Background: an optimization exercise with open tools, aiming at small area. Do not read the settings as production practice.
Only simulation tests tie the RTL to the original design; equivalence was not proved.

Design Decoder, start of the top module:
module Decoder #(parameter BIN_WIDTH = 4)(
    input clk,
    input reset,
    input bypass,
    input [7:0] pState_in,
    input [1:0] n_bin,
    input [15:0] m_value_binRE_in,
    input [16:0] m_value_binEP0_in,
    input [16:0] m_value_binEP1_in,
    input [16:0] m_value_binEP2_in,
    input [16:0] m_value_binEP3_in,
    output wire [BIN_WIDTH - 1:0] bin,
    output wire [15:0] m_value_binRE_out,
    output wire [16:0] m_value_binEP0_out,
    output wire [16:0] m_value_binEP1_out,
    output wire [16:0] m_value_binEP2_out,
    output wire [16:0] m_value_binEP3_out,
    output wire [2:0] numBits,
    output wire mps_renorm,
    output wire lps
);
Size in the first run: roughly 760 cells after synthesis, about 190 I/O pins, ~0.0042 mm^2 of cells after synthesis.
clock: 10.0 ns
lec_check: 0
abc_area: 1
cap_margin: 0
core_margin: 2
core_utilization: 50
slew_margin: 0
standard.sh (not shown) runs the stock make flow with config.mk's settings and CLKGATE_MAP_FILE= SYNTH_SCRIPT=/design/flow/synth_recipe.tcl, a recipe that flattens the netlist after the stock synthesis.
==> flow/flow/run.sh <==
#!/bin/bash
# Standard ORFS layout with two changes:
#  1. after the standard synthesis, the combinational logic of its netlist is re-mapped by
#     ABC with area-oriented scripts, a few rounds, keeping the result whose area after an
#     unplaced timing repair (flow/a1.tcl) is smallest; the flip-flops are kept exactly as
#     the standard synthesis made them;
#  2. the port buffers use the smallest buffer cell, constant outputs share one tie cell and
#     the clock tree gets no dummy loads.
set -euo pipefail
HERE=$(pwd)
R=$HERE/orfs/results/sky130hd/Decoder/base
LIB=$FLOW_HOME/platforms/sky130hd/lib/sky130_fd_sc_hd__tt_025C_1v80.lib
DU=""
for c in probe_p_8 probec_p_8 lpflow_bleeder_1 lpflow_clkbufkapwr_1 lpflow_clkbufkapwr_16 \
  lpflow_clkbufkapwr_2 lpflow_clkbufkapwr_4 lpflow_clkbufkapwr_8 lpflow_clkinvkapwr_1 \
  lpflow_clkinvkapwr_16 lpflow_clkinvkapwr_2 lpflow_clkinvkapwr_4 lpflow_clkinvkapwr_8 \
  lpflow_inputiso0n_1 lpflow_inputiso0p_1 lpflow_inputiso1n_1 lpflow_inputiso1p_1 \
  lpflow_isobufsrc_1 lpflow_isobufsrc_16 lpflow_isobufsrc_2 lpflow_isobufsrc_4 \
  lpflow_isobufsrc_8 lpflow_isobufsrckapwr_16; do
  DU="$DU -dont_use sky130_fd_sc_hd__$c"
done

bash standard.sh synth > synth.log 2>&1
cp $R/1_2_yosys.v $HERE/std_synth.v

# one round: re-map the combinational logic of $1 with ABC script $3 into $2
remap() {
  yosys -l $2.log -p "
read_liberty -ignore_miss_func -overwrite -setattr liberty_cell $LIB
blackbox sky130_fd_sc_hd__df*
read_verilog -overwrite $1
hierarchy -top Decoder
flatten
opt_clean
abc -liberty $LIB $DU -script $3
opt_clean -purge
read_liberty -lib -overwrite $LIB
tee -o $2.stat stat -liberty $LIB
write_verilog -noattr -nohex -nodec $2
" > /dev/null
  awk '/Chip area/{print $NF}' $2.stat
}

a1() {
  A1_NETLIST=$1 A1_SDC=$HERE/constraint.sdc openroad -no_init -exit $HERE/flow/a1.tcl > $1.a1.log 2>&1
  awk '/^A1 /{print $2}' $1.a1.log
}

mkdir -p remap
cur=$HERE/std_synth.v
for round in 1 2 3 4 5; do
  round_best=""; round_area=1e9
  for s in s5 s9 s10; do
    out=$HERE/remap/r${round}_$s.v
    a=$(remap $cur $out $HERE/flow/$s.abc)
    c=$(a1 $out)
    echo "round $round $s area $a cost $c" >> remap/summary.txt
    if awk "BEGIN{exit !($a < $round_area)}"; then round_area=$a; round_best=$out; fi
  done
  cur=$round_best
done
best=$(awk '{print $7, $2, $3}' remap/summary.txt | sort -g | head -1 | awk -v d=$HERE/remap '{print d "/r" $2 "_" $3 ".v"}')
echo "best $best $(awk '{print $7}' remap/summary.txt | sort -g | head -1)" >> remap/summary.txt

yosys -l $HERE/finalize.log -p "
read_liberty -lib -overwrite $LIB
read_verilog $best
hierarchy -top Decoder
hilomap -singleton -hicell sky130_fd_sc_hd__conb_1 HI -locell sky130_fd_sc_hd__conb_1 LO
insbuf -buf sky130_fd_sc_hd__buf_1 A X
splitnets
opt_clean -purge
check -assert -mapped
stat -liberty $LIB
write_verilog -noattr -nohex -nodec $HERE/resyn.v
" > /dev/null

cp $HERE/resyn.v $R/1_2_yosys.v
rm -f $R/1_synth.odb $R/1_synth.sdc

export BUFFER_PORTS_ARGS="-buffer_cell sky130_fd_sc_hd__buf_1"
export SKIP_REPAIR_TIE_FANOUT=1
# clock tree without dummy loads
export CTS_ARGS="-sink_clustering_enable -repair_clock_nets -dont_use_dummy_load"
bash standard.sh > standard.log 2>&1
Other scripts of this flow, unchanged in this note and not shown: flow/flow/a1.tcl, flow/flow/s10.abc, flow/flow/s5.abc, flow/flow/s9.abc
The starting point completed with no timing, DRC or antenna violations.
Then changed:
--- a/flow/flow/run.sh
+++ b/flow/flow/run.sh
@@ -82,2 +82,3 @@
 export SKIP_REPAIR_TIE_FANOUT=1
+export RECOVER_POWER=100
 # clock tree without dummy loads
CAP_MARGIN = 10   (was 0)
SLEW_MARGIN = 10   (was 0)
The new run completed and failed the layout checks on max-capacitance violations, max-slew violations; wire length grows by 0.41%; via count grows by 0.54%; cell count hardly moves; die area does not change; area after synthesis stays the same.

========
== the reference run ==
Decoder, a different RTL version from the one above (not shown whole).
Size in the first run: about 780 cells after synthesis, about 190 I/O pins, ~4400 sq um of cells after synthesis.
export LEC_CHECK = 0
export ABC_AREA = 1
export CAP_MARGIN = 0
export CORE_MARGIN = 2
export CORE_UTILIZATION = 50
export SLEW_MARGIN = 0
create_clock -name core_clock -period 10.0 [get_ports {clk}]
==> flow/flow/run.sh <==
#!/bin/bash
# Standard ORFS layout with two changes:
#  1. after the standard synthesis, the combinational logic of its netlist is re-mapped by
#     ABC with area-oriented scripts, a few rounds, keeping the result whose area after an
#     unplaced timing repair (flow/a1.tcl) is smallest; the flip-flops are kept exactly as
#     the standard synthesis made them;
#  2. the port buffers use the smallest buffer cell, constant outputs share one tie cell and
#     the clock tree gets no dummy loads.
set -euo pipefail
HERE=$(pwd)
R=$HERE/orfs/results/sky130hd/Decoder/base
LIB=$FLOW_HOME/platforms/sky130hd/lib/sky130_fd_sc_hd__tt_025C_1v80.lib
DU=""
for c in probe_p_8 probec_p_8 lpflow_bleeder_1 lpflow_clkbufkapwr_1 lpflow_clkbufkapwr_16 \
  lpflow_clkbufkapwr_2 lpflow_clkbufkapwr_4 lpflow_clkbufkapwr_8 lpflow_clkinvkapwr_1 \
  lpflow_clkinvkapwr_16 lpflow_clkinvkapwr_2 lpflow_clkinvkapwr_4 lpflow_clkinvkapwr_8 \
  lpflow_inputiso0n_1 lpflow_inputiso0p_1 lpflow_inputiso1n_1 lpflow_inputiso1p_1 \
  lpflow_isobufsrc_1 lpflow_isobufsrc_16 lpflow_isobufsrc_2 lpflow_isobufsrc_4 \
  lpflow_isobufsrc_8 lpflow_isobufsrckapwr_16; do
  DU="$DU -dont_use sky130_fd_sc_hd__$c"
done

bash standard.sh synth > synth.log 2>&1
cp $R/1_2_yosys.v $HERE/std_synth.v

# one round: re-map the combinational logic of $1 with ABC script $3 into $2
remap() {
  yosys -l $2.log -p "
read_liberty -ignore_miss_func -overwrite -setattr liberty_cell $LIB
blackbox sky130_fd_sc_hd__df*
read_verilog -overwrite $1
hierarchy -top Decoder
flatten
opt_clean
abc -liberty $LIB $DU -script $3
opt_clean -purge
read_liberty -lib -overwrite $LIB
tee -o $2.stat stat -liberty $LIB
write_verilog -noattr -nohex -nodec $2
" > /dev/null
  awk '/Chip area/{print $NF}' $2.stat
}

a1() {
  A1_NETLIST=$1 A1_SDC=$HERE/constraint.sdc openroad -no_init -exit $HERE/flow/a1.tcl > $1.a1.log 2>&1
  awk '/^A1 /{print $2}' $1.a1.log
}

mkdir -p remap
cur=$HERE/std_synth.v
for round in 1 2 3 4 5; do
  round_best=""; round_area=1e9
  for s in s5 s9 s10; do
    out=$HERE/remap/r${round}_$s.v
    a=$(remap $cur $out $HERE/flow/$s.abc)
    c=$(a1 $out)
    echo "round $round $s area $a cost $c" >> remap/summary.txt
    if awk "BEGIN{exit !($a < $round_area)}"; then round_area=$a; round_best=$out; fi
  done
  cur=$round_best
done
best=$(awk '{print $7, $2, $3}' remap/summary.txt | sort -g | head -1 | awk -v d=$HERE/remap '{print d "/r" $2 "_" $3 ".v"}')
echo "best $best $(awk '{print $7}' remap/summary.txt | sort -g | head -1)" >> remap/summary.txt

yosys -l $HERE/finalize.log -p "
read_liberty -lib -overwrite $LIB
read_verilog $best
hierarchy -top Decoder
hilomap -singleton -hicell sky130_fd_sc_hd__conb_1 HI -locell sky130_fd_sc_hd__conb_1 LO
insbuf -buf sky130_fd_sc_hd__buf_1 A X
splitnets
opt_clean -purge
check -assert -mapped
stat -liberty $LIB
write_verilog -noattr -nohex -nodec $HERE/resyn.v
" > /dev/null

cp $HERE/resyn.v $R/1_2_yosys.v
rm -f $R/1_synth.odb $R/1_synth.sdc

export BUFFER_PORTS_ARGS="-buffer_cell sky130_fd_sc_hd__buf_1"
export SKIP_REPAIR_TIE_FANOUT=1
# clock tree without dummy loads
export CTS_ARGS="-sink_clustering_enable -repair_clock_nets -dont_use_dummy_load"
bash standard.sh > standard.log 2>&1
==> flow/flow/a1.tcl <==
set P $::env(FLOW_HOME)/platforms/sky130hd
read_lef $P/lef/sky130_fd_sc_hd.tlef
read_lef $P/lef/sky130_fd_sc_hd_merged.lef
read_liberty $P/lib/sky130_fd_sc_hd__tt_025C_1v80.lib
read_verilog $::env(A1_NETLIST)
link_design Decoder
read_sdc $::env(A1_SDC)
source $P/setRC.tcl
set_driving_cell -lib_cell sky130_fd_sc_hd__buf_1 [delete_from_list [all_inputs] [get_ports clk]]
set_dont_use {sky130_fd_sc_hd__probe_p_8 sky130_fd_sc_hd__probec_p_8 sky130_fd_sc_hd__lpflow_*}
repair_design
repair_timing -setup -setup_margin 1.0
puts "A1 [format %.2f [expr [rsz::design_area] * 1e12]]"
Other scripts of this flow, unchanged in this note and not shown: flow/flow/s10.abc, flow/flow/s5.abc, flow/flow/s9.abc
[inputs] the trial run vs the reference run
Settings: swapping 0 for 20 in SLEW_MARGIN; swapping 0 for 20 in CAP_MARGIN.
--- a/flow/flow/run.sh
+++ b/flow/flow/run.sh
@@ -4,5 +4,3 @@
-#     ABC with area-oriented scripts, a few rounds, keeping the result whose area after an
-#     unplaced timing repair (flow/a1.tcl) is smallest; the flip-flops are kept exactly as
-#     the standard synthesis made them;
-#  2. the port buffers use the smallest buffer cell, constant outputs share one tie cell and
-#     the clock tree gets no dummy loads.
+#     ABC with area-oriented scripts, a few rounds, keeping the smallest result (the
+#     flip-flops are kept exactly as the standard synthesis made them);
+#  2. the port buffers use the smallest buffer cell.
@@ -44,5 +41,0 @@
-a1() {
-  A1_NETLIST=$1 A1_SDC=$HERE/constraint.sdc openroad -no_init -exit $HERE/flow/a1.tcl > $1.a1.log 2>&1
-  awk '/^A1 /{print $2}' $1.a1.log
-}
-
@@ -49,0 +43,2 @@
+best=$HERE/std_synth.v
+best_area=1e9
@@ -56,2 +51 @@
-    c=$(a1 $out)
-    echo "round $round $s area $a cost $c" >> remap/summary.txt
+    echo "round $round $s area $a" >> remap/summary.txt
@@ -60,0 +55 @@
+  if awk "BEGIN{exit !($round_area < $best_area)}"; then best_area=$round_area; best=$round_best; fi
@@ -62,2 +57 @@
-best=$(awk '{print $7, $2, $3}' remap/summary.txt | sort -g | head -1 | awk -v d=$HERE/remap '{print d "/r" $2 "_" $3 ".v"}')
-echo "best $best $(awk '{print $7}' remap/summary.txt | sort -g | head -1)" >> remap/summary.txt
+echo "best $best $best_area" >> remap/summary.txt
@@ -82,3 +76 @@
-export SKIP_REPAIR_TIE_FANOUT=1
-# clock tree without dummy loads
-export CTS_ARGS="-sink_clustering_enable -repair_clock_nets -dont_use_dummy_load"
+export SETUP_MOVE_SEQUENCE=unbuffer,sizeup,swap
removed: flow/flow/a1.tcl
Results
- Diff the trial run..the reference run | synthesized area | negligible
- Looking at routing usage on met1, the trial run sits above the reference run.
- Re non-clock buffer count: the trial run and the reference run aren't equal, and the higher value belongs to the trial run.

[static timing again, ports no longer ideal]
The results above use ideal ports. As a check the final layouts listed here were re-extracted and re-timed, cells and wires unchanged.
Step 1 sets driving cells, clkbuf_16 on the clock port and buf_2 on the other inputs (assumed; they add their load-dependent delay and slew).
Step 2 also shifts input and output timing later by t, the mid clock arrival at the registers, as if the neighbouring blocks saw the same clock.
a / b / c = no drivers / after step 1 / after step 2; a / b = the first two.
run	t (ns)	setup slack, ns	worst hold slack (ns)	slew at the worst register clock pin (ns)
the first run of note 1	0.285	0.799 / 0.777 / 0.777	0.684 / 0.684 / 0.684	0.08 / 0.08
the second run of note 1	0.285	0.749 / 0.727 / 0.727	0.685 / 0.685 / 0.685	0.08 / 0.08
the reference run	0.294	0.659 / 0.635 / 0.635	0.675 / 0.675 / 0.675	0.08 / 0.08
the trial run	0.298	0.579 / 0.559 / 0.559	0.712 / 0.712 / 0.712	0.08 / 0.08
The setup slack of the reference run, which loses most, moves by -0.024 ns with the drivers and by -0.024 ns with both steps.
